From an optimization exercise on the open Yosys and OpenROAD flow, aimed at small area; shortcuts taken in it are not production practice. In this exercise RTL edits were held to simulation tests only and were not proved equivalent to the original.

job 101:
## simpcpu
module simpcpu(
		input clk,
		input rst,
		input [15:0] datain,
		output [15:0] dataout,
		output [15:0] addrout,
		output datacs,
		output datawrite,
		input hold,
		output halted
	);
localparam S_F1 = 3'd0, S_F2 = 3'd1, S_LIT = 3'd2, S_DIN = 3'd3,
           S_DOUT = 3'd4, S_HLT = 3'd5, S_FW = 3'd6;
reg [2:0] st;
wire [15:0] ip, ipinc;
reg [5:0] opq;
reg pol;                     
wire f1   = (st == S_F1);
wire fw   = (st == S_FW);
wire f2   = (st == S_F2);
wire lit2 = (st == S_LIT);
wire din2 = (st == S_DIN);
wire dout2 = (st == S_DOUT);
wire hlt  = (st == S_HLT);
wire sec  = lit2 | din2 | dout2;
wire [3:0] mop = datain[3:0];
wire [15:0] mdec = 16'd1 << mop;
wire i_rd  = f2 & mdec[2];
wire i_wr  = f2 & mdec[3];
wire i_crt = f2 & mdec[5];
wire i_jmn = f2 & mdec[6];
wire i_cal = f2 & mdec[7];
wire i_ret = f2 & mdec[8];
wire i_hlt = f2 & mdec[9];
wire i_pls = f2 & mdec[10];
wire i_cst = f2 & mdec[11];
wire i_lit = f2 & mdec[1];
wire i_alu = f2 & (mdec[4] | mdec[5] | mdec[6] | mdec[7] | mdec[8] | mdec[10]);
wire [2:0] dsel  = f2 ? datain[14:12] : opq[5:3];
wire [2:0] dmode = (i_alu | i_cst) ? datain[11:9] : sec ? opq[2:0] : 3'd0;
wire [15:0] d0out, d1out, c0out, a0out, a1out;
wire a0nz;
alu thealu (
	.en(i_alu),
	.op(datain[8:4]),
	.in0(d0out),
	.in1(d1out),
	.out0(a0out),
	.out1(a1out),
	.nz(a0nz)
);
wire taken = i_crt & a0nz;
wire memop = i_rd | i_wr | dout2;
wire s_d  = memop | i_jmn | i_cal;
wire s_c  = i_ret | taken;
wire s_ip = f1 | hlt | i_hlt;
wire s_inc = ~(s_d | s_c | s_ip);
wire go = ~hold & ~rst;
wire ipk = ~rst & (hold | memop);
wire ipa = go & ~memop;
ipdp dp (
	.clk(clk),
	.s_ip(s_ip), .s_inc(s_inc), .s_d(s_d), .s_c(s_c),
	.ipk(ipk), .ipa(ipa),
	.cal(i_cal), .pls(i_pls), .cst(i_cst), .ld(lit2 | din2),
  ...
Size: roughly 2000 cells after synthesis, roughly 54 I/O pins, roughly 0.023 sq mm of cells after synthesis.
clock: 12.0 ns
lec_check: 0
cap_margin: 20
core_margin: 2
core_utilization: 40
place_density: 0.6
setup_slack_margin: 0.15
slew_margin: 20
synth_hierarchical: 1
standard.sh (not shown) runs the stock make flow with config.mk's settings and CLKGATE_MAP_FILE= SYNTH_SCRIPT=/design/flow/synth_recipe.tcl, a recipe that flattens the netlist after the stock synthesis.
==> flow/flow/run.sh <==
#!/bin/bash
# Own layout flow: the standard flow (standard.sh, unchanged synthesis) with
# a few settings changed through the environment the ORFS scripts read:
#  - every input and output port is still buffered, with sky130_fd_sc_hd__buf_2
#    (the default picks clkdlybuf4s50_1, a slow delay buffer)
#  - clock tree synthesis clusters up to 30 sinks within 100 um per leaf buffer
#    and adds no dummy loads
#  - placement, resizing, CTS and global routing see a max fanout of 50
#    (flow/fanout.tcl), so buffer trees split the stacks' wide select nets
# The make output goes to standard.log; each ORFS step logs under orfs/logs.
set -euo pipefail
here=$(pwd)
export BUFFER_PORTS_ARGS="-buffer_cell sky130_fd_sc_hd__buf_2"
export CTS_ARGS="-sink_clustering_enable -repair_clock_nets -sink_clustering_size 30 -sink_clustering_max_diameter 100 -dont_use_dummy_load"
for step in GLOBAL_PLACE RESIZE CTS GLOBAL_ROUTE; do
	export PRE_${step}_TCL="$here/flow/fanout.tcl"
done
bash standard.sh > standard.log 2>&1
==> flow/flow/fanout.tcl <==
set_max_fanout 50 [current_design]
#### Input delta (job 102 over job 101)
diff --git a/flow/design.v b/flow/design.v
--- a/flow/design.v
+++ b/flow/design.v
@@ -1,11 +1,15 @@
 module alu(
 		input en,
 		input [4:0] op,
 		input [W-1:0] in0,
 		input [W-1:0] in1,
+		input [W-1:0] x0,        
+		input xs0,
+		input [W-1:0] x1,        
+		input xs1,
 		output [W-1:0] out0,
 		output [W-1:0] out1,
 		output nz
 	);
 parameter W = 16;
 wire [31:0] opd = {31'd0, en} << op;
@@ -19,15 +23,15 @@
 wire cout, z;
 addsub #(.W(W)) add (
 	.a(in0), .b(in1), .useb(useb), .inv(inv), .cin(cin),
 	.s(sum), .co(cout), .z(z)
 );
 wire [W-1:0] sh;
-wire shnz;
+wire shen, shnz;
 shifter #(.W(W)) shf (
-	.a(in0), .b(in1), .l(o_shl), .r(o_shr), .y(sh), .nz(shnz)
+	.a(in0), .b(in1), .l(o_shl), .r(o_shr), .y(sh), .en(shen), .nz(shnz)
 );
 reg [3:0] lut;
 always @(*) begin
 	case (op)
 	5'd6:  lut = 4'b1000;           
 	5'd7:  lut = 4'b1110;           
@@ -43,13 +47,14 @@
 end
 wire [W-1:0] lo;
 bitop #(.W(W)) bop (.a(in0), .b(in1), .lut(lut), .y(lo));
 wire sumop = o_add | o_sub | o_inc | o_dec;
 wire flag = opd[1] | (o_gz & ~z) | (o_gth & cout & ~z) | (o_eq & z);
 assign nz = (sumop & ~z) | shnz | (|lo) | flag;
-assign out0 = lo | (sum & {W{sumop}}) | sh | {{(W-1){1'b0}}, flag};
+assign out0 = lo | (sum & {W{sumop}}) | (sh & {W{shen}}) | {{(W-1){1'b0}}, flag} |
+              (x0 & {W{xs0}}) | (x1 & {W{xs1}});
 wire pa1 = opd[10] | opd[11] | o_inc | o_dec;
 wire pb1 = opd[16] | (en & (op > 5'd18));
 assign out1 = (in0 & {W{pa1}}) | (in1 & {W{pb1}}) | {W{o_sub & ~cout}} |
               {{(W-1){1'b0}}, opd[1] | (o_add & cout)};
 endmodule
 module addsub #(
@@ -100,22 +105,23 @@
 	) (
 		input [W-1:0] a,
 		input [W-1:0] b,
 		input l,
 		input r,
 		output [W-1:0] y,
+		output en,
 		output nz
 	);
 wire big = |b[W-1:4];
 wire [W-1:0] s1, s2, s3, t;
 shstage #(.W(W), .K(1), .INV(0)) st0 (.x(a),  .sl(b[0] & ~r), .sr(b[0] & r), .sn(~b[0]), .y(s1));
 shstage #(.W(W), .K(2), .INV(1)) st1 (.x(s1), .sl(b[1] & ~r), .sr(b[1] & r), .sn(~b[1]), .y(s2));
 shstage #(.W(W), .K(4), .INV(0)) st2 (.x(s2), .sl(b[2] & ~r), .sr(b[2] & r), .sn(~b[2]), .y(s3));
 shstage #(.W(W), .K(8), .INV(1)) st3 (.x(s3), .sl(b[3] & ~r), .sr(b[3] & r), .sn(~b[3]), .y(t));
-wire en = (l | r) & ~big;
-assign y = t & {W{en}};
+assign en = (l | r) & ~big;
+assign y = t;
 assign nz = en & (|t);
 endmodule
 module shstage #(
 		parameter W = 16,
 		parameter K = 1,
 		parameter INV = 0
@@ -258,12 +264,14 @@
 wire a0nz;
 alu thealu (
 	.en(i_alu),
 	.op(datain[8:4]),
 	.in0(d0out),
 	.in1(d1out),
+	.x0(c0out), .xs0(i_cst),
+	.x1(datain), .xs1(lit2 | din2),
 	.out0(a0out),
 	.out1(a1out),
 	.nz(a0nz)
 );
 wire taken = i_crt & a0nz;
 wire memop = i_rd | i_wr | dout2;
@@ -275,15 +283,15 @@
 wire ipk = ~rst & (hold | memop);
 wire ipa = go & ~memop;
 ipdp dp (
 	.clk(clk),
 	.s_ip(s_ip), .s_inc(s_inc), .s_d(s_d), .s_c(s_c),
 	.ipk(ipk), .ipa(ipa),
-	.cal(i_cal), .pls(i_pls), .cst(i_cst), .ld(lit2 | din2),
-	.d0out(d0out), .c0out(c0out), .a0out(a0out), .datain(datain),
-	.ip(ip), .ipinc(ipinc), .addrout(addrout), .c0in(c0in), .d0in(d0in)
+	.cal(i_cal), .pls(i_pls),
+	.d0out(d0out), .c0out(c0out),
+	.ip(ip), .ipinc(ipinc), .addrout(addrout), .c0in(c0in)
 );
 assign dataout = d1out;
 assign datawrite = i_wr | dout2;
 assign halted = hlt;
 assign datacs = 1'b1;
 wire m_push = dmode == 3'd1;
@@ -316,13 +324,14 @@
 		end
 		assign du[i] = go & up;
 		assign dd[i] = go & dn;
 		assign dk[i] = ~rst & ~(go & (up | dn | (i == 1 && m_rep2)));
 	end
 endgenerate
-wire [15:0] d0in, c0in;
+wire [15:0] c0in;
+wire [15:0] d0in = a0out;      
 wire [15:0] d1in = a1out;
 astack #(.W(16), .D(16)) datstack (
 	.clk(clk),
 	.p(pol),
 	.k(dk), .u(du), .d(dd), .r1(go & m_rep2),
 	.in0(d0in), .in1(d1in),
@@ -370,19 +379,17 @@
 endmodule
 module ipdp(
 		input clk,
 		input s_ip, s_inc, s_d, s_c,    
 		input ipk, ipa,                 
 		input cal, pls,                 
-		input cst, ld,                  
-		input [15:0] d0out, c0out, a0out, datain,
+		input [15:0] d0out, c0out,
 		output reg [15:0] ip,
 		output [15:0] ipinc,
 		output [15:0] addrout,
-		output [15:0] c0in,
-		output [15:0] d0in
+		output [15:0] c0in
 	);
 wire [16:0] ipc;
 assign ipc[0] = 1'b1;
 genvar j;
 generate
 	for (j = 0; j < 16; j = j + 1) begin : inc
@@ -390,10 +397,9 @@
 		assign ipc[j+1] = ip[j] & ipc[j];
 	end
 endgenerate
 assign addrout = (ip & {16{s_ip}}) | (ipinc & {16{s_inc}}) |
                  (d0out & {16{s_d}}) | (c0out & {16{s_c}});
 assign c0in = (ipinc & {16{cal}}) | (ip & {16{pls}});
-assign d0in = a0out | (c0out & {16{cst}}) | (datain & {16{ld}});
 always @(posedge clk)
 	ip <= (ip & {16{ipk}}) | (addrout & {16{ipa}});
 endmodule
Findings:
- Maximum cell stage delay along the critical path essentially unchanged between job 102 and job 101.
- Job 102 ended up with a lower final hold slack than job 101 did.
- Compared with job 101, job 102 shows global-route usage lower by 0.29 points.
- Maximum frequency of job 102 is on par with job 101.
- Compared to job 101, job 102 has estimated wirelength of the detail-placed design 2.9% lower.
- Between job 101 and job 102, the setup slack is higher for job 102.

[re-timing with driven ports]
Ports are ideal in the flow. The routed layouts listed here were re-timed in OpenROAD.
Step 1 (the two cells are an assumption about what drives the block):
set clk [get_ports {clk}]
set_driving_cell -lib_cell sky130_fd_sc_hd__clkbuf_16 $clk
set_driving_cell -lib_cell sky130_fd_sc_hd__buf_2 [delete_from_list [all_inputs] $clk]
Step 2 adds t to the input delays and takes it off the output delays; t is the mean of the earliest and latest rising clock arrival at the registers after step 1. Input paths then give back, and output paths get back, about the clock's delay inside the block.
a / b / c = no drivers / after step 1 / after step 2; a / b = the first two.
run | t, ns | setup slack, ns | worst setup path at the end | worst data-port slew with drivers (ns) | pins driven straight from the clock port
job 101 | 0.610 | 0.405 / 0.343 / 0.343 | input to output | 0.07 | 1
job 102 | 0.607 | 0.412 / 0.373 / 0.373 | input to output | 0.10 | 1
After both steps every run listed still meets setup and hold. The setup slack of job 101, which loses most, moves by -0.062 ns with the drivers and by -0.062 ns with both steps.
